From an optimization exercise on the open Yosys and OpenROAD flow, aimed at small area; shortcuts taken in it are not production practice. At most, simulation tests tie the RTL to the original design; equivalence was not proved. Only the layout flow was run in run 4; the RTL was not checked for function there. Power is estimated from default activity; no workload was simulated.

==> design.v <==
module AppAlarmClockForFPGA (
	clk,
	pushBtn,
	switches,
	led,
	buzzer,
	ps,
	seg0, seg1,
	seg2, seg3,
	seg4, seg5
);
input [9:0] switches;
input [1:0] pushBtn;
input clk;
output [9:0] led;
output reg buzzer;
output [3:0] ps;
output [7:0] seg0;
output [7:0] seg1;
output [7:0] seg2;
output [7:0] seg3;
output [6:0] seg4;
output [7:0] seg5;
function [3:0] bcd_inc(input [3:0] d);
	bcd_inc = {(d[0] & d[1] & d[2]) | (d[3] & ~d[0]),
	           d[2] ^ (d[0] & d[1]),
	           d[1] ^ (d[0] & ~d[3]),
	           ~d[0]};
endfunction
function [3:0] bcd_dec(input [3:0] d);
	bcd_dec = {(d[3] & d[0]) | ~(d[0] | d[1] | d[2] | d[3]),
	           d[2] ^ (~d[0] & ~d[1] & (d[2] | d[3])),
	           d[1] ^ (~d[0] & (d[1] | d[2] | d[3])),
	           ~d[0]};
endfunction
function [6:0] ms_inc(input [6:0] v);
	ms_inc = {(v[0] & v[3]) ? {v[5], v[4], ~v[6]} : v[6:4], bcd_inc(v[3:0])};
endfunction
function [6:0] ms_dec(input [6:0] v);
	ms_dec = {(v[3:0] == 4'd0) ? {~v[4], v[6], v[5]} : v[6:4], bcd_dec(v[3:0])};
endfunction
function [5:0] h_inc(input [5:0] v);
	if (v[5] & v[1] & v[0])
		h_inc = 6'd0;
	else
		h_inc = {(v[0] & v[3]) ? {v[4], ~v[4]} : v[5:4], bcd_inc(v[3:0])};
endfunction
function [5:0] h_dec(input [5:0] v);
	h_dec = {(v[3:0] == 4'd0) ? {1'b0, v[5]} : v[5:4], bcd_dec(v[3:0])};
endfunction
function ms_is59(input [6:0] v);
	ms_is59 = v[6] & ~v[5] & v[3] & v[0];
endfunction
function h_is23(input [5:0] v);
	h_is23 = v[5] & v[1] & v[0];
endfunction
function ms_is0(input [6:0] v);
	ms_is0 = ~(v[6] | v[4] | v[3] | v[2] | v[1] | v[0]);
endfunction
function h_is0(input [5:0] v);
	h_is0 = ~(v[5] | v[4] | v[3] | v[2] | v[1] | v[0]);
endfunction
function [6:0] seg_bcd(input [3:0] d);
	reg A, B, C, D;
	begin
		A = d[3]; B = d[2]; C = d[1]; D = d[0];
		seg_bcd[0] = ~(A | C | (B & D) | (~B & ~D));
		seg_bcd[1] = ~(~B | (~C & ~D) | (C & D));
		seg_bcd[2] = ~(B | ~C | D);
		seg_bcd[3] = ~(A | (~B & ~D) | (~B & C) | (C & ~D) | (B & ~C & D));
		seg_bcd[4] = ~((~B & ~D) | (C & ~D));
		seg_bcd[5] = ~(A | (~C & ~D) | (B & ~C) | (B & ~D));
		seg_bcd[6] = ~(A | (~B & C) | (B & ~C) | (C & ~D));
	end
endfunction
function [6:0] seg_jt(input [2:0] j);
	seg_jt = {~j[1] & ~j[2], j[0], j[2] | (j[0] & ~j[1]), j[0] ^ j[1],
	          j[1] & ~j[2], j[2] & ~j[1], j[0] ^ j[1]};
endfunction
function [6:0] seg_ht(input [1:0] b);
	seg_ht = {~b[1], b[0] | b[1], b[0], b[0], b[1], 1'b0, b[0]};
endfunction
wire rst = ~pushBtn[1];
wire sw9 = switches[9];
reg [9:0] count;           
reg [8:0] cnt;             
reg [1:0] currentState;
reg [5:0] btn_cnt;
reg button_state;
reg alarmflag, timerFlag, buzzerFlag;
reg led_flash;
reg switch_old;
reg [5:0] hours, alarm_hours, timer_hours, stopwatch_hours;
reg [6:0] minutes, alarm_minutes, timer_minutes, stopwatch_minutes;
reg [6:0] seconds, timer_seconds, stopwatch_seconds;
wire tick = ~sw9 & (&count[9:4]) & count[1];
always @(posedge clk) begin
	if (rst)
		count <= 10'd11;
	else if (~sw9)
		count <= tick ? 10'd11 : count + 1'b1;
end
always @(posedge clk) begin
	if (rst)
		buzzer <= 1'b0;
	else if (~sw9 & ~tick) begin
		if (count[9]) begin
			if (buzzerFlag & (alarmflag | timerFlag))
				buzzer <= 1'b1;
		end
		else
			buzzer <= 1'b0;
	end
end
reg [5:0] disp_h;
reg [6:0] disp_m, disp_s;
always @(*) begin
	case (currentState)
		2'd0: begin disp_h = hours;           disp_m = minutes;           disp_s = seconds; end
		2'd1: begin disp_h = alarm_hours;     disp_m = alarm_minutes;     disp_s = 7'd0; end
		2'd2: begin disp_h = timer_hours;     disp_m = timer_minutes;     disp_s = timer_seconds; end
		default: begin disp_h = stopwatch_hours; disp_m = stopwatch_minutes; disp_s = stopwatch_seconds; end
	endcase
end
wire [5:0] disp_h_inc = h_inc(disp_h);
wire [6:0] disp_m_inc = ms_inc(disp_m);
wire [6:0] disp_s_inc = ms_inc(disp_s);
assign seg0 = {1'b1, seg_bcd(disp_s[3:0])};
assign seg1 = {1'b1, seg_jt(disp_s[6:4])};
assign seg2 = {1'b1, seg_bcd(disp_m[3:0])};
assign seg3 = {1'b1, seg_jt(disp_m[6:4])};
assign seg4 = seg_bcd(disp_h[3:0]);
assign seg5 = {1'b1, seg_ht(disp_h[5:4])};
assign ps = {2'b00, currentState};
assign led = {{6{led_flash}}, 1'b0, currentState[1] & currentState[0],
              currentState[1], currentState[1] | currentState[0]};
wire press = switch_old & ~pushBtn[0];
wire set_h = sw9 & press & ~switches[0] & switches[1];
wire set_m = sw9 & press & switches[0] & ~switches[1];
wire mode0 = currentState == 2'd0;
wire mode1 = currentState == 2'd1;
wire mode2 = currentState == 2'd2;
wire mode3 = currentState == 2'd3;
always @(posedge clk)
	switch_old <= pushBtn[0];
wire s59 = ms_is59(seconds);
wire m59 = ms_is59(minutes);
wire clk_s_en = tick;
wire clk_m_en = (tick & s59) | (set_m & mode0);
wire clk_h_en = (tick & s59 & m59) | (set_h & mode0);
always @(posedge clk) begin
	if (rst) begin
		hours <= 6'd0;
		minutes <= 7'd0;
		seconds <= 7'd0;
	end
	else begin
		if (clk_s_en) seconds <= ms_inc(seconds);
		if (clk_m_en) minutes <= ms_inc(minutes);
		if (clk_h_en) hours <= h_inc(hours);
	end
end
always @(posedge clk) begin
	if (rst) begin
		alarm_hours <= 6'd0;
		alarm_minutes <= 7'd0;
		alarmflag <= 1'b0;
	end
	else begin
		if (set_h & mode1) alarm_hours <= disp_h_inc;
		if (set_m & mode1) alarm_minutes <= disp_m_inc;
		if (mode1 & ((set_h & ~h_is23(disp_h)) | (set_m & ~ms_is59(disp_m))))
			alarmflag <= 1'b1;
	end
end
wire ts0 = ms_is0(timer_seconds);
wire tm0 = ms_is0(timer_minutes);
wire th0 = h_is0(timer_hours);
wire timer_zero = ts0 & tm0 & th0;
wire t_dec = tick & ~timer_zero;
always @(posedge clk) begin
	if (rst) begin
		timer_hours <= 6'd0;
		timer_minutes <= 7'd0;
		timer_seconds <= 7'd2;
		timerFlag <= 1'b0;
	end
	else begin
		if (t_dec) timer_seconds <= ms_dec(timer_seconds);
		if (t_dec & ts0) timer_minutes <= ms_dec(timer_minutes);
		else if (set_m & mode2) timer_minutes <= disp_m_inc;
		if (t_dec & ts0 & tm0) timer_hours <= h_dec(timer_hours);
		else if (set_h & mode2) timer_hours <= disp_h_inc;
		if (mode2 & ((set_h & ~h_is23(disp_h)) | (set_m & ~ms_is59(disp_m))))
			timerFlag <= 1'b1;
	end
end
wire sw_s_en = tick & mode3 & switches[0];
wire sw_m_en = sw_s_en & ms_is59(disp_s);
wire sw_h_en = sw_m_en & ms_is59(disp_m);
always @(posedge clk) begin
	if (rst) begin
		stopwatch_hours <= 6'd0;
		stopwatch_minutes <= 7'd0;
		stopwatch_seconds <= 7'd0;
	end
	else begin
		if (sw_s_en) stopwatch_seconds <= disp_s_inc;
		if (sw_m_en) stopwatch_minutes <= disp_m_inc;
		if (sw_h_en) stopwatch_hours <= disp_h_inc;
	end
end
wire btn_hit = btn_cnt[5] & btn_cnt[3];    
always @(posedge clk) begin
	if (rst) begin
		currentState <= 2'd0;
		btn_cnt <= 6'd0;
		button_state <= 1'b1;
	end
	else if (btn_hit) begin
		btn_cnt <= {5'd0, pushBtn[0] & ~button_state};
		button_state <= ~button_state;
		if (~button_state & ~sw9)
			currentState <= currentState + 1'b1;
	end
	else begin
		btn_cnt <= (pushBtn[0] == button_state) ? btn_cnt + 1'b1 : 6'd0;
	end
end
wire going_off = ((hours == alarm_hours) & (minutes == alarm_minutes) & alarmflag)
               | (timer_zero & timerFlag);
always @(posedge clk) begin
	if (rst)
		cnt <= 9'd0;
	else
		cnt <= cnt + 1'b1;
	led_flash <= going_off & cnt[8];
	buzzerFlag <= going_off;
end
endmodule
==> run.sh <==
#!/bin/bash
# synth_recipe.tcl (not shown) runs the flow's synth.tcl, then flattens the netlist and writes it again
# the make line also repeats each setting of config.mk as NAME=value (left out here)
make -C /OpenROAD-flow-scripts/flow DESIGN_CONFIG=/design/flow/config.mk WORK_HOME=/design/flow/orfs CLKGATE_MAP_FILE= SYNTH_SCRIPT=/design/flow/synth_recipe.tcl finish
==> config.mk <==
export PLATFORM = sky130hd
export DESIGN_NAME = AppAlarmClockForFPGA
export DESIGN_NICKNAME = AppAlarmClockForFPGA
export VERILOG_FILES = /design/flow/design.v
export SDC_FILE = /design/flow/constraint.sdc
export NUM_CORES = 4
export LEC_CHECK = 0
export CAP_MARGIN = 20
export CORE_MARGIN = 2
export CORE_UTILIZATION = 40
export SLEW_MARGIN = 20
==> constraint.sdc <==
create_clock -name core_clock -period 10.0 [get_ports {clk}]
set_input_delay 2.0000 -clock core_clock [delete_from_list [all_inputs] [get_ports {clk}]]
set_output_delay 2.0000 -clock core_clock [all_outputs]
set_load 0.01 [all_outputs]
==> run summary, run 1 <==
The flow ran to the end and the layout has no timing, DRC or antenna violations. The number of max-slew violations in the final report came to 0. The switching share of power is between 20% and 30%. The average routed wire per standard cell is approximately 16 µm.

In the final layout, flip-flops and latches occupy about 2100 µm². For this block, the routed nets add up to between 15000 and 20000 µm of wire. The die outline area is around 16000 µm².

The register with the most flip-flops in the layout has 10 of them. The count of cells resized by post-cts repair is 0. The synthesized design devotes to its leading area cell type roughly a third of total area. The tree is rooted in a sky130_fd_sc_hd__clkbuf_16. The type of element launching the critical path is a flop. The relative slew slack is between 30% and 40%.

The largest voltage drop on the vdd net is roughly 0.082 mV. The antenna diode instance count is 0. The clock passes through at most 2 buffers.

Sequential cells burn between 50% and 60% of the power. The netlist area before placement came out at approximately 6100 µm². The portion of total power attributed to the clock network came out at 43.8%. The multi-input logic area came out at between 3000 and 4000 µm². In the post-synthesis netlist, the biggest area contributors are sky130_fd_sc_hd__dfxtp_1 (35%), sky130_fd_sc_hd__nor2_1 (4.5%), sky130_fd_sc_hd__mux2i_1 (4.1%), sky130_fd_sc_hd__nand2_1 (4.1%), sky130_fd_sc_hd__a21oi_1 (3.9%). The ratio of cells with drive above 1 in the final layout came out at 8.188%.

The number of iterations in the first detailed-routing pass came out at 6. Counting cells, the worst reg-to-reg path comes to 11. The largest registers in the layout are count x10, cnt x9. The number of flops mapped to enable cells by yosys came out at 0. STA classifies the critical path endpoint as an output port.

The boundary pin count is between 70 and 80. The remaining antenna violation count after routing is 0. The buffers inserted during post-CTS setup optimization came out at 0. The worst min-delay path category is reg -> reg. The filler cell count is between 1k and 1.5k.

The clock network latency to the later pin of the worst-skew pair came out at 360 ps. The async set-reset flop share out of synthesis came out at 0%. The DRC violations left is 0. Entering global routing, the biggest net connects 55 pins. The register-to-register setup slack is 6640 ps.

The share of the core filled with cells came out at around 46%. The areal power density over the cells came out at 118.9 nW/µm². The portion of the clock cycle consumed by the worst path in the final layout is around 54%. The number of antenna violations at the first check in global routing came out at 0.

The standby leakage power is approximately 2.6 nW. The sequential-to-total area share from yosys stat is between 30% and 40%. The worst register-to-register path ends at stopwatch_hours[2].

The floorplan has 45 rows. The remaining global-route overflow came out at 0. The global routing usage summed across all routing layers is between 10% and 20%. The initial core utilization came out at between 40% and 50%.

The largest fanout on the critical path is 17. The via count of the first global-routing pass was slightly below 5k. After clock tree synthesis, the clock-pin slew on the worst setup and hold paths is ~70 ps. The final estimated routing congestion in global placement is between 0.8 and 0.9. For the pin with the worst max-slew slack, the measured transition is between 900 and 1000 ps. The number of nets in the layout is slightly below 800.

After routing, the total negative slack on setup checks comes to 0 ps. The number of design-rule violations left by the first detailed-router iteration came out at 380. Setup repair after global routing left no endpoint under its margin.

The synthesized design contains ~110 register bits. The internal power of the cells came out at ~0.63 mW. For this run, the leading register cell type out of synthesis is sky130_fd_sc_hd__dfxtp_1.

The destination of the worst hold path is cnt[0]. The number of max-cap violations came out at 0. The synthesized netlist contains roughly 80 unique library cells.

The total number of clock tree sinks is 107. The worst register-to-register path begins at currentState[1]. The post-synthesis to final-layout area growth is 13.23%. Once routing completed, OpenROAD measured the worst setup slack at about 4600 ps.

The die is 127.4 µm tall. Counting flops per register, the top entry is count. The area of the core came out at approximately 15000 µm². For the worst setup path, the data arrival time is roughly 3400 ps. The synthesized design spends more area on one cell type than any other, namely sky130_fd_sc_hd__dfxtp_1. The half-perimeter wire length of the detailed placement result came out at about 11000 µm. Timing analysis after detailed placement gives a worst setup slack of 5020 ps. The yosys synthesis warning count came out at 1. In this run the horizontal extent of the chip is between 100 and 150 µm.

The count of buffers inserted at the top-level ports came out at a little under 60. In this run the most critical hold path is launched from cnt[0]. After clock tree synthesis, the flow added hold-fix buffers numbering 0.

The final setup violation count is 0. The number of instances on the worst hold path came out at 1. The average instance in the mapped netlist occupies about 8.5 µm². Summed over all nets, the switching power comes to around 0.19 mW. Combinational cells account for approximately 3.5% of the total power. The shortest clock period the worst path allows after layout came out at between 5000 and 6000 ps. The worst-case clock skew came out at about 8 ps. In the routed layout, each cell is associated on average with a via count of roughly 5.6. The critical path is of the reg -> out type. The cell count after synthesis is 719.

The global-route wire length before repair came out at ~25000 µm. The number of levels the H-tree was split into came out at 3. The hold violation total from the final report is 0.

The maximum achievable frequency is 185.9 MHz. The number of buffers created by CTS is 9. The via total after detailed routing came out at between 5k and 6k. TritonCTS built the clock tree.

The required time at the endpoint of the critical path is 8000 ps.
## final cells by class
class	count	area share, %
Tap cell	188	3.410
Timing Repair Buffer	63	8.961
Clock inverter	5	0.9069
Multi-Input combinational cell	528	50.57
Sequential cell	107	31.05
Inverter	32	1.778
Clock buffer	10	3.319
## kinds of logic after synthesis
group | synth area share, %
multiplexers | 5.689
AND/OR/NAND/NOR | 22.90
buffers and inverters | 8.010
flip-flops | 35.16
AO/OA/AOI/OAI | 19.04
XOR/XNOR | 5.463
other | 0.1233
adder cells (fa/ha/maj) | 3.615
## cell usage after synthesis, drive strengths merged, types with 2 or more instances
| master | n |
|---|---|
| o22ai | 3 |
| nor2b | 9 |
| and2 | 8 |
| and3b | 2 |
| xnor2 | 23 |
| nand3b | 4 |
| or2 | 6 |
| o21ai | 30 |
| buf | 43 |
| a22oi | 13 |
| inv | 31 |
| mux2i | 27 |
| o31ai | 4 |
| a311oi | 6 |
| o21a | 5 |
| or4b | 2 |
| nor4 | 5 |
| nand2b | 3 |
| o22a | 3 |
| or3 | 8 |
| nor3b | 5 |
| a221o | 2 |
| and4 | 6 |
| nor2 | 74 |
| nand4b | 5 |
| nand3 | 20 |
| a211oi | 15 |
| nor3 | 12 |
| and3 | 17 |
| or4 | 2 |
| a21oi | 50 |
| maj3 | 2 |
| xor2 | 15 |
| o211ai | 11 |
| a31oi | 6 |
| conb | 2 |
| nand4 | 8 |
| a222oi | 10 |
| clkbuf | 16 |
| mux2 | 5 |
| nand2 | 66 |
| ha | 16 |
| dfxtp | 107 |
## metal layers
metal / vias up / part of all wire (%) / track usage (%)
met1: 2452 / 47 / 24.14
met5: - / 0 / 0
met2: 172 / 47 / 31.46
met3: 21 / 4.9 / 3.476
met4: 0 / 1.4 / 6.464
li1: 2593 / - / -
## power by group through the flow
stage,sequential [mW],combinational [mW],clock (mW)
after floorplan,0.442,0.0223,0
after global placement,0.442,0.0276,0
after detailed placement,0.443,0.0285,0
after CTS,0.432,0.0285,0.368
after global routing,0.433,0.0318,0.383
final,0.433,0.0284,0.359
## metrics by stage
| stage | area (µm²) | std cells | total power, mW | hold WS (ps) |
|---|---|---|---|---|
| after floorplan | 6118 | 726 | 0.4639 | 417.5 |
| after global placement | 6606 | 918 | 0.4698 | 426.4 |
| after detailed placement | 6606 | 918 | 0.4710 | 443.7 |
| after CTS | 6898 | 933 | 0.8288 | 461.0 |
| after global routing | 6898 | 933 | 0.8483 | 498.9 |
| final | 6898 | 933 | 0.8204 | 459.7 |
## worst max-delay path by stage
stage / from / end
after floorplan: currentState[1] / seg4[3]
after global placement: currentState[1] / seg4[6]
after detailed placement: currentState[1] / seg4[6]
after CTS: currentState[1] / seg4[6]
after global routing: currentState[0] / seg4[3]
final: currentState[1] / seg4[6]
## critical path, cell delays in order, from the launching register on
cell and delay, ps:
sky130_fd_sc_hd__dfxtp_1 360, sky130_fd_sc_hd__inv_1 90, sky130_fd_sc_hd__ha_1 640, sky130_fd_sc_hd__a22oi_2 120, sky130_fd_sc_hd__a22oi_1 800, sky130_fd_sc_hd__nand2_1 210
sky130_fd_sc_hd__nand2_1 110, sky130_fd_sc_hd__and3_1 150, sky130_fd_sc_hd__clkdlybuf4s50_1 530
## cells in the final DEF, fill, tap and decap left out, types with 5 or more instances in the layout
| cell type | count |
|---|---|
| sky130_fd_sc_hd__o211ai_1 | 11 |
| sky130_fd_sc_hd__dfxtp_1 | 107 |
| sky130_fd_sc_hd__nor3b_1 | 5 |
| sky130_fd_sc_hd__ha_1 | 16 |
| sky130_fd_sc_hd__or3_1 | 8 |
| sky130_fd_sc_hd__and2_1 | 8 |
| sky130_fd_sc_hd__xnor2_1 | 23 |
| sky130_fd_sc_hd__and3_1 | 15 |
| sky130_fd_sc_hd__inv_1 | 25 |
| sky130_fd_sc_hd__a211oi_1 | 13 |
| sky130_fd_sc_hd__nand4_1 | 6 |
| sky130_fd_sc_hd__a22oi_1 | 11 |
| sky130_fd_sc_hd__xor2_1 | 15 |
| sky130_fd_sc_hd__clkbuf_16 | 9 |
| sky130_fd_sc_hd__o21ai_0 | 24 |
| sky130_fd_sc_hd__inv_2 | 5 |
| sky130_fd_sc_hd__a311oi_1 | 6 |
| sky130_fd_sc_hd__o21a_1 | 5 |
| sky130_fd_sc_hd__a21oi_1 | 48 |
| sky130_fd_sc_hd__nand2_1 | 66 |
| sky130_fd_sc_hd__a222oi_1 | 10 |
| sky130_fd_sc_hd__nand3_1 | 20 |
| sky130_fd_sc_hd__conb_1 | 9 |
| sky130_fd_sc_hd__nor2_1 | 73 |
| sky130_fd_sc_hd__buf_4 | 5 |
| sky130_fd_sc_hd__mux2i_1 | 25 |
| sky130_fd_sc_hd__nor3_1 | 10 |
| sky130_fd_sc_hd__clkdlybuf4s50_1 | 58 |
| sky130_fd_sc_hd__a31oi_1 | 6 |
| sky130_fd_sc_hd__nor2b_1 | 9 |
==> inputs of run 2 (changes only) <==
==> flow/run.sh (new file) <==
#!/bin/bash
# Layout flow: the standard ORFS flow with three changes
#  - synthesis maps the logic with an area-oriented ABC script (flow/abc_area.script)
#    and without the adder-cell extraction; registers are mapped exactly as in the
#    standard synthesis, which runs first and whose netlist is compared register by register
#  - port buffers are the smallest buffer (buf_1)
#  - CTS without dummy loads
# Each tool's output goes to a log file in the work folder.
set -euo pipefail
WORK=$(pwd)

# standard synthesis, kept for reference (register names and cells)
bash standard.sh SCRIPTS_DIR=$FLOW_HOME/scripts synth > std_synth.log 2>&1
mkdir -p std
cp orfs/results/$FLOW_PLATFORM/AppAlarmClockForFPGA/base/1_2_yosys.v std/1_2_yosys.v
rm -rf orfs

# ORFS scripts with the area ABC script
rm -rf orfs_scripts
cp -r "$FLOW_HOME/scripts" orfs_scripts
cp flow/abc_area.script orfs_scripts/abc_area.script

bash standard.sh SCRIPTS_DIR=$WORK/orfs_scripts ABC_AREA=1 ADDER_MAP_FILE= synth > synth.log 2>&1

python3 flow/regs.py std/1_2_yosys.v orfs/results/$FLOW_PLATFORM/AppAlarmClockForFPGA/base/1_2_yosys.v > regs_check.log 2>&1

export BUFFER_PORTS_ARGS="-buffer_cell sky130_fd_sc_hd__buf_1"
export CTS_ARGS="-sink_clustering_enable -repair_clock_nets -dont_use_dummy_load"
bash standard.sh > layout.log 2>&1
==> flow/abc_area.script (new file) <==
strash
&get -n
&deepsyn -T 30
&put
amap
==> flow/regs.py (new file) <==
# Compare the flip-flops (instance name -> cell type) of two Yosys netlists; exit 1 on a difference.
import re, sys

def regs(path):
    text = open(path).read()
    out = {}
    for m in re.finditer(r'^\s*(sky130_fd_sc_hd__(?:df|edf|sdf|dl)\w*)\s+(\S+)\s*\(', text, re.M):
        out[m.group(2)] = re.sub(r'_\d+$', '', m.group(1))
    return out

a, b = regs(sys.argv[1]), regs(sys.argv[2])
print(f"standard: {len(a)} registers, this flow: {len(b)} registers")
bad = 0
for k in sorted(set(a) | set(b)):
    if a.get(k) != b.get(k):
        print(f"differs: {k}: {a.get(k)} vs {b.get(k)}")
        bad += 1
print("registers match" if bad == 0 else f"{bad} differences")
sys.exit(1 if bad else 0)
==> standard.sh (new file) <==
#!/bin/bash
# synth_recipe.tcl (not shown) runs the flow's synth.tcl, then flattens the netlist and writes it again
# the make line also repeats each setting of config.mk as NAME=value (left out here)
make -C /OpenROAD-flow-scripts/flow DESIGN_CONFIG=/design/flow/config.mk WORK_HOME=/design/flow/orfs CLKGATE_MAP_FILE= SYNTH_SCRIPT=/design/flow/synth_recipe.tcl "${@:-finish}"
removed: run.sh
==> run 2 against run 1 <==
  * Count of clock-buffer cells in the layout shrank 1
  * Utilization shrank 0.19 points
  * Largest cell class unchanged
  * Area after synthesis shrank 19%
  * First-iteration DRC count shrank 27%
  * Synthesized cell count shrank 11%
  * Largest power group unchanged
  * Still clean
==> run summary, run 2 <==
For this block, the initial DRC count from the detailed router was between 200 and 300. The largest voltage drop on the vdd net came out at between 0.1 and 0.15 mV. After synthesis, the share of flip-flops with an asynchronous set or reset is 0%.

The total of flip-flops plus latches after synthesis is approximately 110. The largest total area in the synthesized netlist belongs to sky130_fd_sc_hd__dfxtp_1. The antenna diode instance count came out at 0.

The pin count of the biggest net entering global routing is 28. The worst-case clock skew is around 15 ps. The maximum achievable frequency came out at 196.2 MHz. The buffers inserted during post-CTS setup optimization is 0. Global routing consumed, over all layers together, approximately a fifth of the routing resources. The most used standard cell by instance count after synthesis is sky130_fd_sc_hd__clkinv_1. In this run the remaining antenna-violating nets after routing total 0.

The flow ran to the end and the layout has no timing, DRC or antenna violations. The number of levels the H-tree was split into came out at 3. From synthesis to final layout, the design area changed by 11.46%. The cell sitting at the root of the clock tree is a sky130_fd_sc_hd__clkbuf_16. The total of hold buffers inserted after clock tree synthesis came out at 0.

The switching share of power came out at between 20% and 30%. The x dimension of the die came out at about 120 µm. OpenSTA, run right after detailed placement, puts the worst setup slack at between 4000 and 5000 ps. The clock tree buffer depth is 2. count holds more flip-flops than any other register. The fraction of power consumed by combinational cells is 4.2%. Pin placement for this block handled 75 I/O pins.

The areal power density over the cells came out at 139.3 nW/µm². The portion of total power attributed to the clock network came out at approximately two fifths. The portion of the clock cycle consumed by the worst path in the final layout is about half. The number of vias per cell after detailed routing came out at 5.460. By count the netlist is led by sky130_fd_sc_hd__clkinv_1 (108), sky130_fd_sc_hd__dfxtp_1 (107), sky130_fd_sc_hd__nor2_1 (103). For this design the total switching power over the nets is roughly 0.17 mW. The via count of the first global-routing pass was roughly 4.3k.

The area of the core is 12060 µm². STA classifies the critical path endpoint as an output port. The clock network latency to the later pin of the worst-skew pair came out at between 300 and 400 ps. The total number of clock tree sinks is 107. The TritonCTS clock tree is yes.

The DRC violations left came out at 0. The startpoint identified for the worst register-to-register timing path is count[4]. The die outline area is 13270 µm². The number of antenna violations at the first check in global routing is 0. The count of cells resized by post-cts repair came out at 0. The number of iterations in the first detailed-routing pass is 7.

Setup total negative slack on the finished layout was measured at 0 ps. The remaining global-route overflow came out at 0. For this block, the routed nets add up to about 13000 µm of wire. The congestion estimate from routability-driven global placement came to 0.8818. The number of buffers created by CTS is 9. STA classifies the critical path startpoint as a flop. The die outline height is between 100 and 150 µm. The number of max-slew violations in the final report came to 0.

The post-synthesis average cell area is around 7.7 µm². The number of max-cap violations is 0. The hold violation total from the final report is 0. The shortest clock period the worst path allows after layout came out at ~5100 ps. In this run, flip-flops and latches consume 56.6% of the power. The origin of the worst min-delay path is cnt[8]. The yosys synthesis warning count came out at 1. The fraction of synthesized cell area taken by the top area cell type is 43.32%. The first element of the critical path is currentState[1]. Leaving out fill and tap cells, the most frequent cells in the layout are sky130_fd_sc_hd__clkinv_1 (108), sky130_fd_sc_hd__dfxtp_1 (107), sky130_fd_sc_hd__nor2_1 (103). The clock-pin slew reported for the worst setup and hold paths after clock tree synthesis is around 70 ps. The register with the most flip-flops in the layout has 10 of them. The half-perimeter wire length of the detailed placement result came out at approximately 9800 µm. In this run the worst hold path is classified as reg -> reg.

The global-route wire length before repair is between 20000 and 25000 µm. The relative slew slack came out at between 40% and 50%. For this design the static power due to leakage is 1.908 nW.

Among all flip-flop cells after synthesis, the most frequent one is sky130_fd_sc_hd__dfxtp_1. STA puts the critical path data required time at roughly 8000 ps. The largest fanout on the critical path came out at 14.

Yosys attributes the largest share of cell area to sky130_fd_sc_hd__dfxtp_1 (43%), sky130_fd_sc_hd__clkinv_1 (8.2%), sky130_fd_sc_hd__nor2_1 (7.8%), sky130_fd_sc_hd__o22ai_1 (5.9%), sky130_fd_sc_hd__o21ai_0 (4.3%). The arrival time of data at the critical path endpoint is a little over 3000 ps. For this configuration, the core starts out at a cell density of between 40% and 50%. The largest registers in the layout are count x10, cnt x9. Setup repair after global routing left no endpoint under its margin.

The number of core rows came out at 40. Once layout is complete, the utilization of the core stands at 45.70%. The number of nets in the layout is a little over 700. The slack of the critical path is 4903 ps. By startpoint and endpoint, the worst setup path is classified as reg -> out. Internal power comes to 0.5993 mW. The via total after detailed routing came out at approximately 4.8k. The sequential-to-total area share from yosys stat came out at 43.32%. The netlist area before placement is 4945 µm². The cell count after synthesis is roughly 640.

The average routed wire per standard cell is 14.99 µm. For the pin with the worst max-slew slack, the measured transition is between 800 and 900 ps. During placement, the flow inserted port buffers numbering 58. The final setup violation count is 0. The number of flops mapped to enable cells by yosys came out at 0. The most common library cell in the layout ignoring fill and taps is sky130_fd_sc_hd__clkinv_1. The ratio of cells with drive above 1 in the final layout is under 10%. The count of cell types in the netlist came out at 42. The filler cell count is about 1.2k.
run 2: changes by cell type after synthesis, sizes merged, moves of 27 or more:
cell / change
a21oi: -28
nor2: +29
nand2: -28
o22ai: +44
clkinv: +107
mux2i: -27
inv: -31
run 2: layout make-up:
| class | instances | area [µm²] | area share (%) |
|---|---|---|---|
| multi-input cells | 415 | 2273 | 41.25 |
| clock buffers | 9 | 225.2 | 4.086 |
| well taps | 168 | 210.2 | 3.814 |
| inverters | 108 | 405.4 | 7.355 |
| repair buffers | 63 | 255.2 | 4.631 |
| flip-flops and latches | 107 | 2142 | 38.86 |
run 2: power groups by stage:
stage | registers (mW) | logic (mW) | clock network (mW)
3_5_place_dp | 0.444 | 0.0319 | 0
6_report | 0.435 | 0.0321 | 0.301
4_1_cts | 0.435 | 0.0319 | 0.310
3_3_place_gp | 0.444 | 0.0311 | 0
5_1_grt | 0.435 | 0.0360 | 0.326
2_1_floorplan | 0.443 | 0.0239 | 0
run 2: kinds of logic after synthesis:
kind of cell	share of synthesized area, %
flops	43.32
other cells	0.1519
compound gates	26.04
buf+inv	11.23
simple gates	19.26
run 2: per-layer routing:
metal	routed length [µm]	part of all wire, %	GRT usage [%]
met5	0	0	0
met4	151	1.2	4.900
met3	847	6.5	5.535
met2	6319	48	35.33
met1	5723	44	23.94
run 2: worst paths after layout:
path	to	slack, ps	cells after the start
hold reg to reg	led_flash	440	2
setup reg to reg	timer_hours[4]	6790	11
hold / removal	led_flash	440	2
setup / recovery	seg2[3]	4900	10
run 2: per-stage QoR:
stage	cells	hold slack, ps	power, mW	area (µm²)
floorplan	650	414.6	0.4671	4971
global placement	861	429.0	0.4752	5286
detailed placement	861	429.9	0.4762	5286
CTS	870	443.2	0.7761	5512
global route	870	474.4	0.7969	5512
finish	870	442.0	0.7677	5512
run 2: worst max-delay path, cell delays in order (launching register included):
cell and delay (ps):
sky130_fd_sc_hd__dfxtp_1 420, sky130_fd_sc_hd__clkinv_1 200, sky130_fd_sc_hd__nand2_1 440, sky130_fd_sc_hd__o22ai_1 180, sky130_fd_sc_hd__a221oi_1 540, sky130_fd_sc_hd__clkinv_1 280
sky130_fd_sc_hd__nor2_1 190, sky130_fd_sc_hd__nor3_1 80, sky130_fd_sc_hd__nor2_1 160, sky130_fd_sc_hd__a31o_1 110, sky130_fd_sc_hd__buf_1 150
==> inputs of run 3 (changes only) <==
--- a/design.v
+++ b/design.v
@@ -210,7 +210,8 @@
 		if (sw_h_en) stopwatch_hours <= disp_h_inc;
 	end
 end
-wire btn_hit = btn_cnt[5] & btn_cnt[3];    
+wire btn_hit = ~btn_cnt[5] & btn_cnt[3] & ~btn_cnt[2] & btn_cnt[1] & ~btn_cnt[0];
+wire [5:0] btn_next = {btn_cnt[4:0], ~(btn_cnt[5] ^ btn_cnt[4])};
 always @(posedge clk) begin
 	if (rst) begin
 		currentState <= 2'd0;
@@ -224,7 +225,7 @@
 			currentState <= currentState + 1'b1;
 	end
 	else begin
-		btn_cnt <= (pushBtn[0] == button_state) ? btn_cnt + 1'b1 : 6'd0;
+		btn_cnt <= (pushBtn[0] == button_state) ? btn_next : 6'd0;
 	end
 end
 wire going_off = ((hours == alarm_hours) & (minutes == alarm_minutes) & alarmflag)
--- a/flow/run.sh
+++ b/flow/run.sh
@@ -4,7 +4,7 @@
 #    and without the adder-cell extraction; registers are mapped exactly as in the
 #    standard synthesis, which runs first and whose netlist is compared register by register
 #  - port buffers are the smallest buffer (buf_1)
-#  - CTS without dummy loads
+#  - CTS with clkbuf_8 buffers and without dummy loads
 # Each tool's output goes to a log file in the work folder.
 set -euo pipefail
 WORK=$(pwd)
@@ -25,5 +25,5 @@
 python3 flow/regs.py std/1_2_yosys.v orfs/results/$FLOW_PLATFORM/AppAlarmClockForFPGA/base/1_2_yosys.v > regs_check.log 2>&1
 
 export BUFFER_PORTS_ARGS="-buffer_cell sky130_fd_sc_hd__buf_1"
-export CTS_ARGS="-sink_clustering_enable -repair_clock_nets -dont_use_dummy_load"
+export CTS_ARGS="-sink_clustering_enable -repair_clock_nets -dont_use_dummy_load -buf_list sky130_fd_sc_hd__clkbuf_8 -root_buf sky130_fd_sc_hd__clkbuf_8"
 bash standard.sh > layout.log 2>&1
==> flow/abc_area.script (replaced) <==
strash
&get -n
&deepsyn -I 10 -J 50
&put
amap
--- a/flow/regs.py
+++ b/flow/regs.py
@@ -4,7 +4,7 @@
 def regs(path):
     text = open(path).read()
     out = {}
-    for m in re.finditer(r'^\s*(sky130_fd_sc_hd__(?:df|edf|sdf|dl)\w*)\s+(\S+)\s*\(', text, re.M):
+    for m in re.finditer(r'^\s*(sky130_fd_sc_hd__(?:s?e?df|dl[xr])\w*)\s+(\S+)\s*\(', text, re.M):
         out[m.group(2)] = re.sub(r'_\d+$', '', m.group(1))
     return out
 
==> run 3 against run 2 <==
  * Still clean
  * Total power shrank 13%
  * Register-to-register slack lost 760 ps
  * Non-clock buffer count fell by 1
  * Worst setup slack got worse by 600 ps
  * Die area is 0.86% lower
  * Sequential power hardly changed
  * Fmax down 11%
  * Critical path type unchanged
  * Highest routed layer unchanged
==> run summary, run 3 <==
The hold violation total from the final report came to 0. The prevailing post-synth register cell is sky130_fd_sc_hd__dfxtp_1. The x dimension of the die is between 100 and 150 µm.

Traced cell by cell, the critical path runs through clkinv_1, nor2_2, clkinv_1, o221ai_1, nor2b_1, nor3_1, nor3b_1, nor2b_1, buf_1. The area after detailed placement came out at 5209 µm². The number of instances on the worst hold path came out at 2.

The total overflow left after global routing is 0. The sequential-to-total area share from yosys stat is ~44%. The critical path is of the reg -> out type. The final total negative setup slack came out at 0 ps.

The initial core utilization came out at 40.97%. The path class of the tightest hold or removal check is reg -> reg. The number of antenna violations at the first check in global routing was 0. Of all cell types, the one taking the most synthesized area is sky130_fd_sc_hd__dfxtp_1. The number of iterations in the first detailed-routing pass came out at 7. The largest fanout on the critical path is 13. The antenna diode instance count came out at 0. The clock tree buffer depth came out at 2. The final layout contains routed wiring with a total length of 12890 µm. The average routed wire per standard cell came out at approximately 15 µm.

The total of hold buffers inserted after clock tree synthesis is 0. The run finished with no timing, DRC or antenna violations. After clock tree synthesis, the setup repair step added 0 buffers. The detail route stage leaves a number of antenna-violating nets equal to 0. In this run the number of cells on the critical path is 9. The cell count after synthesis is about 640.

The post-placement worst setup slack came out at ~4200 ps. The count of buffers inserted at the top-level ports is between 50 and 60. Setup violations remaining at the end of the flow were counted as 0. The number of buffers created by CTS came out at 9. The count of cell types in the netlist came out at 39. The global-route wire length before repair came out at between 20000 and 25000 µm. The pin count of the biggest net entering global routing came out at 30.

On the critical path the largest part of the delay comes from simple AND/OR/NAND/NOR gates. The total number of clock tree sinks is about 110. By count the netlist is led by sky130_fd_sc_hd__nor2_1 (117), sky130_fd_sc_hd__clkinv_1 (108), sky130_fd_sc_hd__dfxtp_1 (107).

The most used standard cell by instance count after synthesis is sky130_fd_sc_hd__nor2_1. The global routing usage summed across all routing layers is 20.30%. The number of max-slew violations in the final report came out at 0. The final non-filler cell total came out at roughly 840. The fraction of synthesized cell area taken by the top area cell type came out at 43.71%.

The slack of the critical path came out at around 4300 ps. The post-synthesis average cell area came out at approximately 7.7 µm². The TritonCTS clock tree is yes. The synthesized design contains 0 enable-type register cells. After layout, the worst path uses a little under three fifths of the clock period. The total power of the final layout came out at 0.6715 mW. Yosys attributes the largest share of cell area to sky130_fd_sc_hd__dfxtp_1 (44%), sky130_fd_sc_hd__nor2_1 (9.0%), sky130_fd_sc_hd__clkinv_1 (8.3%), sky130_fd_sc_hd__o22ai_1 (5.6%), sky130_fd_sc_hd__o21ai_0 (3.3%). For this run, the share of the core covered by cells in the final layout is between 40 and 50%. After the first detailed-routing iteration, the DRC count stood at 317. Setup slack on the worst reg-to-reg path comes out at roughly 6000 ps. The worst setup path is launched from a flop.

The finished cells cover about 5300 µm². In this run, post-CTS repair resized a total of 0 instances. For the worst setup path, the data required time is approximately 8000 ps. Including well taps, the total number of placed cells is around 830. The clock-pin slew reported for the worst setup and hold paths after clock tree synthesis is 100 ps. The arrival time of data at the critical path endpoint is around 3700 ps. After detailed routing, the number of remaining DRC violations is 0. The area of the core is around 12000 µm². The number of nets in the layout came out at 710.

The ratio of cells with drive above 1 in the final layout came out at between 2 and 2.5%. The via count of the first global-routing pass came out at between 4k and 5k. The post-synthesis to final-layout area growth is 8.859%. The half-perimeter wire length of the detailed placement result is 9582 µm.

The number of flip-flops in the largest register came out at 10. The areal power density over the cells came out at approximately 130 nW/µm². The final estimated routing congestion in global placement came out at ~0.9. Derived from the worst setup path, the maximum achievable clock frequency is around 180 MHz. The library cell used most frequently in the layout, excluding fill and tap cells, is sky130_fd_sc_hd__nor2_1.

Summing every instance area after synthesis gives 4901 µm². The top cell types in the final layout, fill and taps aside, are sky130_fd_sc_hd__nor2_1 (116), sky130_fd_sc_hd__clkinv_1 (108), sky130_fd_sc_hd__dfxtp_1 (107). The worst-case IR drop observed on VDD is about 0.083 mV. Setup repair after global routing left no endpoint under its margin. The clock network latency to the later pin of the worst-skew pair came out at 390 ps. The worst-case clock skew came out at ~25 ps. The number of max-cap violations is 0. Hold timing on the final database bottoms out at a slack of approximately 430 ps. The number of levels the H-tree was split into came out at 3.

The number of core rows is 40. The die outline height came out at approximately 110 µm. The transition time at the pin with the least slew margin is 695.5 ps. The async set-reset flop share out of synthesis is 0%.

The combined buffer and inverter count along the critical path is 3. On the worst path, the slowest cell contributes a delay of ~610 ps. The slowest library cell on the worst path is sky130_fd_sc_hd__o221ai_1.

STA classifies the critical path endpoint as an output port. Synthesis inferred 107 register bits. The die outline area came out at 13150 µm². The cell depth of the worst flop-to-flop path came out at 16. The worst pin sits at a relative slew slack of between 50% and 60%.

The shortest clock period the worst path allows after layout is around 5700 ps. 75 I/O pins were placed. The clock root buffer is sky130_fd_sc_hd__clkbuf_8. For this run, the number of Yosys warnings is 1.

The largest registers in the layout are count x10, cnt x9. Dividing the detail-routed via count by the number of cells gives around 5.6. The register ranked first by flip-flop count is count.

The via total after detailed routing is 4717. The standby leakage power came out at about 1.9 nW.
-- run 3: layer usage --
| layer | share of wire, % | global-route usage [%] | up-vias | wire [µm] |
|---|---|---|---|---|
| li1 | - | - | 2357 | - |
| met1 | 44 | 25.02 | 2190 | 5643 |
| met2 | 48 | 34.16 | 142 | 6154 |
| met3 | 6.0 | 5.241 | 28 | 776 |
| met4 | 2.4 | 7.550 | 0 | 313 |
| met5 | 0 | 0 | - | 0 |
-- run 3: worst register-to-register path: stages, from the launching register on --
cell,delay [ps]
sky130_fd_sc_hd__dfxtp_1,370
sky130_fd_sc_hd__nand4_1,110
sky130_fd_sc_hd__nor2_1,290
sky130_fd_sc_hd__clkinv_1,200
sky130_fd_sc_hd__or3_1,430
sky130_fd_sc_hd__nor2_1,150
sky130_fd_sc_hd__clkinv_1,90
sky130_fd_sc_hd__nor2_1,270
sky130_fd_sc_hd__clkinv_1,160
sky130_fd_sc_hd__or2_0,250
sky130_fd_sc_hd__nor2_1,140
sky130_fd_sc_hd__nand2_1,140
sky130_fd_sc_hd__nor2_1,230
sky130_fd_sc_hd__clkinv_1,130
sky130_fd_sc_hd__o21ai_0,470
sky130_fd_sc_hd__nand2_1,180
sky130_fd_sc_hd__o32ai_1,240
-- run 3: cell type report --
type / count / area (µm²)
Clock buffer: 9 / 123.9
Timing Repair Buffer: 62 / 247.7
Fill cell: 1208 / 6626
Inverter: 108 / 405.4
Sequential cell: 107 / 2142
Tap cell: 147 / 183.9
Multi-Input combinational cell: 409 / 2232
-- run 3: power by group --
part | internal [mW] | leakage (nW) | switching (mW)
clock | 0.0811 | 0.0647 | 0.131
combinational | 0.00709 | 0.947 | 0.0185
sequential | 0.430 | 0.864 | 0.00329
-- run 3: cells by family (layout without fill, tap and decap cells) --
| kind of cell | Yosys count | in the layout | synth area share, % |
|---|---|---|---|
| AOI/OAI and AO/OA | 174 | 174 | 24.41 |
| buffers and inverters | 128 | 179 | 11.34 |
| DFF | 107 | 107 | 43.71 |
| and+or+nand+nor | 226 | 226 | 20.40 |
| other | 2 | 9 | 0.1532 |
-- run 3: path summary, 6_finish.rpt --
path | startpoint | to
worst min register to register | btn_cnt[2] | btn_cnt[3]
worst max register to register | count[4] | timer_hours[1]
worst min-delay path | btn_cnt[2] | btn_cnt[3]
worst max-delay path | currentState[0] | seg2[0]
==> inputs of run 4 (changes only) <==
--- a/design.v
+++ b/design.v
@@ -21,57 +21,52 @@
 output [7:0] seg3;
 output [6:0] seg4;
 output [7:0] seg5;
+localparam [3:0] O0 = 4'b0000;
+localparam [3:0] O2 = 4'b0010;
 function [3:0] bcd_inc(input [3:0] d);
-	bcd_inc = {(d[0] & d[1] & d[2]) | (d[3] & ~d[0]),
-	           d[2] ^ (d[0] & d[1]),
-	           d[1] ^ (d[0] & ~d[3]),
-	           ~d[0]};
+	bcd_inc = {((d[0] & d[1] & d[2]) | (~d[0] & d[3])), ((~d[0] & d[2]) | (d[0] & d[1] & ~d[2]) | (~d[1] & d[2])), ((~d[0] & d[1]) | (d[0] & ~d[1] & ~d[3])), ((~d[0]))};
 endfunction
 function [3:0] bcd_dec(input [3:0] d);
-	bcd_dec = {(d[3] & d[0]) | ~(d[0] | d[1] | d[2] | d[3]),
-	           d[2] ^ (~d[0] & ~d[1] & (d[2] | d[3])),
-	           d[1] ^ (~d[0] & (d[1] | d[2] | d[3])),
-	           ~d[0]};
+	bcd_dec = {((d[0] & d[3]) | (~d[0] & ~d[1] & ~d[2] & ~d[3])), ((d[0] & d[2]) | (~d[0] & d[3]) | (d[1] & d[2])), ((~d[0] & ~d[1] & d[2]) | (~d[0] & d[3]) | (d[0] & d[1])), ((~d[0]))};
+endfunction
+function [6:0] seg_bcd(input [3:0] d);
+	seg_bcd = {((~d[1] & ~d[2] & ~d[3]) | (d[0] & d[1] & d[2])), ((d[1] & ~d[2]) | (d[0] & ~d[2] & ~d[3]) | (d[0] & d[1])), ((~d[1] & d[2]) | (d[0])), ((~d[0] & ~d[1] & d[2]) | (d[0] & ~d[1] & ~d[2] & ~d[3]) | (d[0] & d[1] & d[2])), ((~d[0] & d[1] & ~d[2])), ((~d[0] & d[1] & d[2]) | (d[0] & ~d[1] & d[2])), ((d[0] & ~d[1] & ~d[2] & ~d[3]) | (~d[0] & ~d[1] & d[2]))};
+endfunction
+function [0:0] o_is9(input [3:0] d);
+	o_is9 = ((d[0] & d[3]));
+endfunction
+function [0:0] o_is0(input [3:0] d);
+	o_is0 = ((~d[0] & ~d[1] & ~d[2] & ~d[3]));
+endfunction
+function o_is3h(input [3:0] d);
+	o_is3h = ((d[0] & d[1]));
 endfunction
 function [6:0] ms_inc(input [6:0] v);
-	ms_inc = {(v[0] & v[3]) ? {v[5], v[4], ~v[6]} : v[6:4], bcd_inc(v[3:0])};
+	ms_inc = {o_is9(v[3:0]) ? {v[5], v[4], ~v[6]} : v[6:4], bcd_inc(v[3:0])};
 endfunction
 function [6:0] ms_dec(input [6:0] v);
-	ms_dec = {(v[3:0] == 4'd0) ? {~v[4], v[6], v[5]} : v[6:4], bcd_dec(v[3:0])};
+	ms_dec = {o_is0(v[3:0]) ? {~v[4], v[6], v[5]} : v[6:4], bcd_dec(v[3:0])};
 endfunction
 function [5:0] h_inc(input [5:0] v);
-	if (v[5] & v[1] & v[0])
-		h_inc = 6'd0;
+	if (v[5] & o_is3h(v[3:0]))
+		h_inc = {2'd0, O0};
 	else
-		h_inc = {(v[0] & v[3]) ? {v[4], ~v[4]} : v[5:4], bcd_inc(v[3:0])};
+		h_inc = {o_is9(v[3:0]) ? {v[4], ~v[4]} : v[5:4], bcd_inc(v[3:0])};
 endfunction
 function [5:0] h_dec(input [5:0] v);
-	h_dec = {(v[3:0] == 4'd0) ? {1'b0, v[5]} : v[5:4], bcd_dec(v[3:0])};
+	h_dec = {o_is0(v[3:0]) ? {1'b0, v[5]} : v[5:4], bcd_dec(v[3:0])};
 endfunction
 function ms_is59(input [6:0] v);
-	ms_is59 = v[6] & ~v[5] & v[3] & v[0];
+	ms_is59 = v[6] & ~v[5] & o_is9(v[3:0]);
 endfunction
 function h_is23(input [5:0] v);
-	h_is23 = v[5] & v[1] & v[0];
+	h_is23 = v[5] & o_is3h(v[3:0]);
 endfunction
 function ms_is0(input [6:0] v);
-	ms_is0 = ~(v[6] | v[4] | v[3] | v[2] | v[1] | v[0]);
+	ms_is0 = ~(v[6] | v[4]) & o_is0(v[3:0]);
 endfunction
 function h_is0(input [5:0] v);
-	h_is0 = ~(v[5] | v[4] | v[3] | v[2] | v[1] | v[0]);
-endfunction
-function [6:0] seg_bcd(input [3:0] d);
-	reg A, B, C, D;
-	begin
-		A = d[3]; B = d[2]; C = d[1]; D = d[0];
-		seg_bcd[0] = ~(A | C | (B & D) | (~B & ~D));
-		seg_bcd[1] = ~(~B | (~C & ~D) | (C & D));
-		seg_bcd[2] = ~(B | ~C | D);
-		seg_bcd[3] = ~(A | (~B & ~D) | (~B & C) | (C & ~D) | (B & ~C & D));
-		seg_bcd[4] = ~((~B & ~D) | (C & ~D));
-		seg_bcd[5] = ~(A | (~C & ~D) | (B & ~C) | (B & ~D));
-		seg_bcd[6] = ~(A | (~B & C) | (B & ~C) | (C & ~D));
-	end
+	h_is0 = ~(v[5] | v[4]) & o_is0(v[3:0]);
 endfunction
 function [6:0] seg_jt(input [2:0] j);
 	seg_jt = {~j[1] & ~j[2], j[0], j[2] | (j[0] & ~j[1]), j[0] ^ j[1],
@@ -117,7 +112,7 @@
 always @(*) begin
 	case (currentState)
 		2'd0: begin disp_h = hours;           disp_m = minutes;           disp_s = seconds; end
-		2'd1: begin disp_h = alarm_hours;     disp_m = alarm_minutes;     disp_s = 7'd0; end
+		2'd1: begin disp_h = alarm_hours;     disp_m = alarm_minutes;     disp_s = {3'd0, O0}; end
 		2'd2: begin disp_h = timer_hours;     disp_m = timer_minutes;     disp_s = timer_seconds; end
 		default: begin disp_h = stopwatch_hours; disp_m = stopwatch_minutes; disp_s = stopwatch_seconds; end
 	endcase
@@ -150,9 +145,9 @@
 wire clk_h_en = (tick & s59 & m59) | (set_h & mode0);
 always @(posedge clk) begin
 	if (rst) begin
-		hours <= 6'd0;
-		minutes <= 7'd0;
-		seconds <= 7'd0;
+		hours <= {2'd0, O0};
+		minutes <= {3'd0, O0};
+		seconds <= {3'd0, O0};
 	end
 	else begin
 		if (clk_s_en) seconds <= ms_inc(seconds);
@@ -162,8 +157,8 @@
 end
 always @(posedge clk) begin
 	if (rst) begin
-		alarm_hours <= 6'd0;
-		alarm_minutes <= 7'd0;
+		alarm_hours <= {2'd0, O0};
+		alarm_minutes <= {3'd0, O0};
 		alarmflag <= 1'b0;
 	end
 	else begin
@@ -180,9 +175,9 @@
 wire t_dec = tick & ~timer_zero;
 always @(posedge clk) begin
 	if (rst) begin
-		timer_hours <= 6'd0;
-		timer_minutes <= 7'd0;
-		timer_seconds <= 7'd2;
+		timer_hours <= {2'd0, O0};
+		timer_minutes <= {3'd0, O0};
+		timer_seconds <= {3'd0, O2};
 		timerFlag <= 1'b0;
 	end
 	else begin
@@ -200,9 +195,9 @@
 wire sw_h_en = sw_m_en & ms_is59(disp_m);
 always @(posedge clk) begin
 	if (rst) begin
-		stopwatch_hours <= 6'd0;
-		stopwatch_minutes <= 7'd0;
-		stopwatch_seconds <= 7'd0;
+		stopwatch_hours <= {2'd0, O0};
+		stopwatch_minutes <= {3'd0, O0};
+		stopwatch_seconds <= {3'd0, O0};
 	end
 	else begin
 		if (sw_s_en) stopwatch_seconds <= disp_s_inc;
--- a/config.mk
+++ b/config.mk
@@ -7,5 +7,5 @@
 export LEC_CHECK = 0
 export CAP_MARGIN = 20
 export CORE_MARGIN = 2
-export CORE_UTILIZATION = 40
+export CORE_UTILIZATION = 60
 export SLEW_MARGIN = 20
==> run 4 against run 3 <==
  * Combinational power is 6% lower
  * Register-to-register slack improved by 620 ps
  * Cell area down 1.4%
  * Still clean
  * Via count up 1.2%
  * Total power is 0.64% lower
  * Count of clock-buffer cells in the layout stayed put
==> run summary, run 4 <==
The flow ran to the end and the layout has no timing, DRC or antenna violations. In the final layout, the registers with the most flip-flops are count x10, cnt x9. Clock latency on the worst-skew pair, taken at its later pin, is 380 ps. The areal power density over the cells came out at roughly 130 nW/µm².

The number of max-cap violations came out at 0. The x dimension of the die came out at between 90 and 100 µm. The yosys synthesis warning count is 1. The combined buffer and inverter count along the critical path came out at 5. The slowest library cell on the worst path is sky130_fd_sc_hd__o221ai_1. The standby leakage power came out at about 1.9 nW.

The shortest clock period the worst path allows after layout came out at about 5200 ps. The number of vias per cell after detailed routing is just under 6. The pin count of the biggest net entering global routing is 35. STA classifies the critical path startpoint as a flop. In this run the deepest clock path goes through 2 buffers. From bottom edge to top edge, the die measures 94.18 µm. The portion of the clock cycle consumed by the worst path in the final layout came out at between 50% and 60%. The required time at the endpoint of the critical path is roughly 8000 ps. The total of flip-flops plus latches after synthesis is 107.

The async set-reset flop share out of synthesis is 0%. The detailed router finished its first iteration with slightly above 300 violations. The largest voltage drop on the vdd net came out at 0.06525 mV. The DRC violations left came out at 0. The total number of clock tree sinks came out at 107. The arrival time of data at the critical path endpoint is around 3200 ps. After detailed routing, the average wire length per cell comes to ~15 µm. The initial core utilization is 62.50%. The cell sitting at the root of the clock tree is a sky130_fd_sc_hd__clkbuf_8. Sorting the synthesized cells by how often they occur yields sky130_fd_sc_hd__nor2_1 (111), sky130_fd_sc_hd__dfxtp_1 (107), sky130_fd_sc_hd__clkinv_1 (106). The number of buffers created by CTS is 9. The synthesized design contains 0 enable-type register cells. The worst stage delay on the critical path is ~570 ps. The ratio of cells with drive above 1 in the final layout came out at between 2 and 2.5%. The post-synthesis average cell area came out at about 7.6 µm². Among cell families on the critical path, the largest total delay comes from compound AO/OA/AOI/OAI gates. The hold violation total from the final report is 0. The number of max-slew violations in the final report came to 0. The antenna diode instance count is 0. The most critical setup path has its startpoint at currentState[0]. The final total negative setup slack came out at 0 ps. In this run the biggest area consumer among cell types represents 43.90% of the synthesized area. The largest fanout on the critical path is 15. The relative slew slack came out at 50.88%. The die outline area is about 9000 µm². The half-perimeter wire length of the detailed placement result came out at 9013 µm. The post-synthesis to final-layout area growth came out at 7.846%. The cell count after synthesis came out at 640. The most common library cell in the layout ignoring fill and taps is sky130_fd_sc_hd__nor2_1. The multi-input logic area came out at 2216 µm².

The TritonCTS clock tree is yes. The netlist area before placement came out at a little under 5000 µm². The boundary pin count is 75. The footprint of the flip-flops and latches is ~2100 µm². The prevailing post-synth register cell is sky130_fd_sc_hd__dfxtp_1. For the pin with the worst max-slew slack, the measured transition is 736.8 ps.

In the layout the commonest cells are sky130_fd_sc_hd__nor2_1 (111), sky130_fd_sc_hd__dfxtp_1 (107), sky130_fd_sc_hd__clkinv_1 (106). Sequential cells were found to cover 43.90% of the synthesized design area. The count of cell types in the netlist is 37.

The logic depth of the worst path, buffers included came out at 12. The maximum achievable frequency is between 150 and 200 MHz. The via count of the first global-routing pass is 4237. Walking the worst path, the cells encountered are clkinv_1, nor2_1, buf_4, clkinv_1, o221ai_1, nor2_1, clkinv_1, nor2_1, a31oi_1, o32ai_1, nor2b_1, buf_1. The worst min-delay path category is reg -> reg. sky130_fd_sc_hd__nor2_1 is the most common cell in the netlist. The final setup violation count is 0. The biggest area contributor in the post-synthesis netlist is sky130_fd_sc_hd__dfxtp_1.

Before antenna repair, the detailed router went through 5 iterations. After synthesis, the cell types taking the most area are sky130_fd_sc_hd__dfxtp_1 (44%), sky130_fd_sc_hd__nor2_1 (8.5%), sky130_fd_sc_hd__clkinv_1 (8.2%), sky130_fd_sc_hd__o22ai_1 (6.0%), sky130_fd_sc_hd__o21ai_0 (3.7%). The number of flip-flops in the largest register came out at 10.

Setup repair after global routing left no endpoint under its margin. In this run the most critical hold path is launched from btn_cnt[3]. The number of core rows is 32. After clock tree synthesis, the clock-pin slew on the worst setup and hold paths is around 80 ps. The total of hold buffers inserted after clock tree synthesis is 0.

In this run, post-CTS repair resized a total of 0 instances. After layout, the design draws a total of around 0.67 mW. The count of buffers inserted at the top-level ports came out at 58. The number of levels the H-tree was split into is 3. The buffers inserted during post-CTS setup optimization is 0.

The number of antenna violations at the first check in global routing is 0. The global-route wire length before repair came out at roughly 20000 µm. The startpoint identified for the worst register-to-register timing path is currentState[1]. The filler cell count is 710. In this run the remaining antenna-violating nets after routing total 0. The net count of the finished layout is just over 700. The global routing usage summed across all routing layers is 28.02%. STA classifies the critical path endpoint as an output port. The via total after detailed routing is about 4.8k. The worst-case clock skew came out at 38.55 ps. At the end of routability-driven placement, the weighted congestion stood at 0.9463.

The total area inside the core boundary comes to ~8000 µm². The number of instances on the worst hold path is 2. Global routing finished with a remaining overflow of 0. The worst setup path is of the reg -> out kind. The cell depth of the worst flop-to-flop path is 13. The sum of routed wire length over all layers is between 10000 and 15000 µm.

Ranked by flip-flop count, first place goes to count.
run 4: cell types whose count changed after synthesis, moves of 3 or more:
cell                       delta
sky130_fd_sc_hd__nor3_1       +8
sky130_fd_sc_hd__nor2_1       -6
sky130_fd_sc_hd__nand2_1      +5
sky130_fd_sc_hd__o211a_1      -5
sky130_fd_sc_hd__o21ai_0      +4
sky130_fd_sc_hd__a211oi_1     -3
sky130_fd_sc_hd__a22oi_1      -3
sky130_fd_sc_hd__and3_1       +3
sky130_fd_sc_hd__o22ai_1      +3
run 4: per-stage QoR:
stage	instance area (µm²)	std cells	worst slack [ps]	hold WS [ps]	utilization, %
after CTS	5263	801	4844	427.6	67.40
after floorplan	4906	647	5135	403.0	-
after global routing	5263	801	4562	455.8	67.40
after detailed placement	5139	792	5183	416.7	65.82
after global placement	5139	792	5196	407.0	65.82
final	5263	801	4801	424.4	67.40
run 4: layout make-up:
cell class | instances | share of cell area (%)
Tap cell | 102 | 2.425
Sequential cell | 107 | 40.70
Multi-Input combinational cell | 414 | 42.11
Inverter | 106 | 7.561
Clock buffer | 9 | 2.354
Timing Repair Buffer | 63 | 4.850
run 4: kinds of logic after synthesis:
logic type,count (synthesis),share of synthesized area (%)
AND/OR/NAND/NOR,232,20.92
other,2,0.1539
AO/OA/AOI/OAI,173,23.79
buffers and inverters,126,11.23
flip-flops,107,43.90
run 4: worst paths after layout:
kind,endpoint,slack [ps]
setup / recovery,seg2[0],4800
hold / removal,btn_cnt[4],420
hold reg to reg,btn_cnt[4],420
setup reg to reg,timer_hours[2],6650
run 4: report_power, final:
part | internal [mW] | switching [mW] | total (mW) | leakage, nW
Combinational | 0.00687 | 0.0171 | 0.0240 | 0.946
Sequential | 0.430 | 0.00282 | 0.433 | 0.864
Clock | 0.0813 | 0.129 | 0.211 | 0.0647
run 4: worst min-delay path, delay by kind of cell (launching register included):
kind                   cells  cell delay (ps)
flip-flops                 1              300
buffers and inverters      1               50
AND/OR/NAND/NOR            1               40
run 4: per-layer routing:
layer / wire (µm) / vias to the layer above / share of wire (%) / track usage (%)
li1: - / 2352 / - / -
met1: 5333 / 2206 / 44 / 36.05
met2: 5748 / 194 / 47 / 46.79
met3: 917 / 20 / 7.5 / 5.859
met4: 183 / 0 / 1.5 / 9.420
met5: 0 / - / 0 / 0

==> re-timing with driven ports <==
The flow's constraints put no driver on any port. The routed layouts listed below were extracted and timed again, unchanged, in two steps. Step 1 assumes that a clkbuf_16 drives the clock port and a buf_2 every other input. Step 2 moves the port delays by t, midway between the first and last clock arrival at a register: inputs arrive t later, outputs are due t later. That takes back most of the time a late clock gives input paths. a / b / c = ideal / step 1 / step 2; a / b = the first two.
run | t (ns) | setup WS [ns] | worst setup path after step 2 | worst data-port slew with drivers (ns)
run 1 | 0.394 | 4.619 / 4.578 / 4.972 | register to output | 0.03
run 2 | 0.384 | 4.903 / 4.864 / 4.927 | input to register | 0.03
run 3 | 0.411 | 4.300 / 4.265 / 4.183 | input to register | 0.03
run 4 | 0.389 | 4.801 / 4.768 / 5.081 | input to register | 0.04
After both steps setup and hold are still met in every run listed. The setup slack of run 3, which loses most, moves by -0.035 ns with the drivers and by -0.117 ns with both steps.
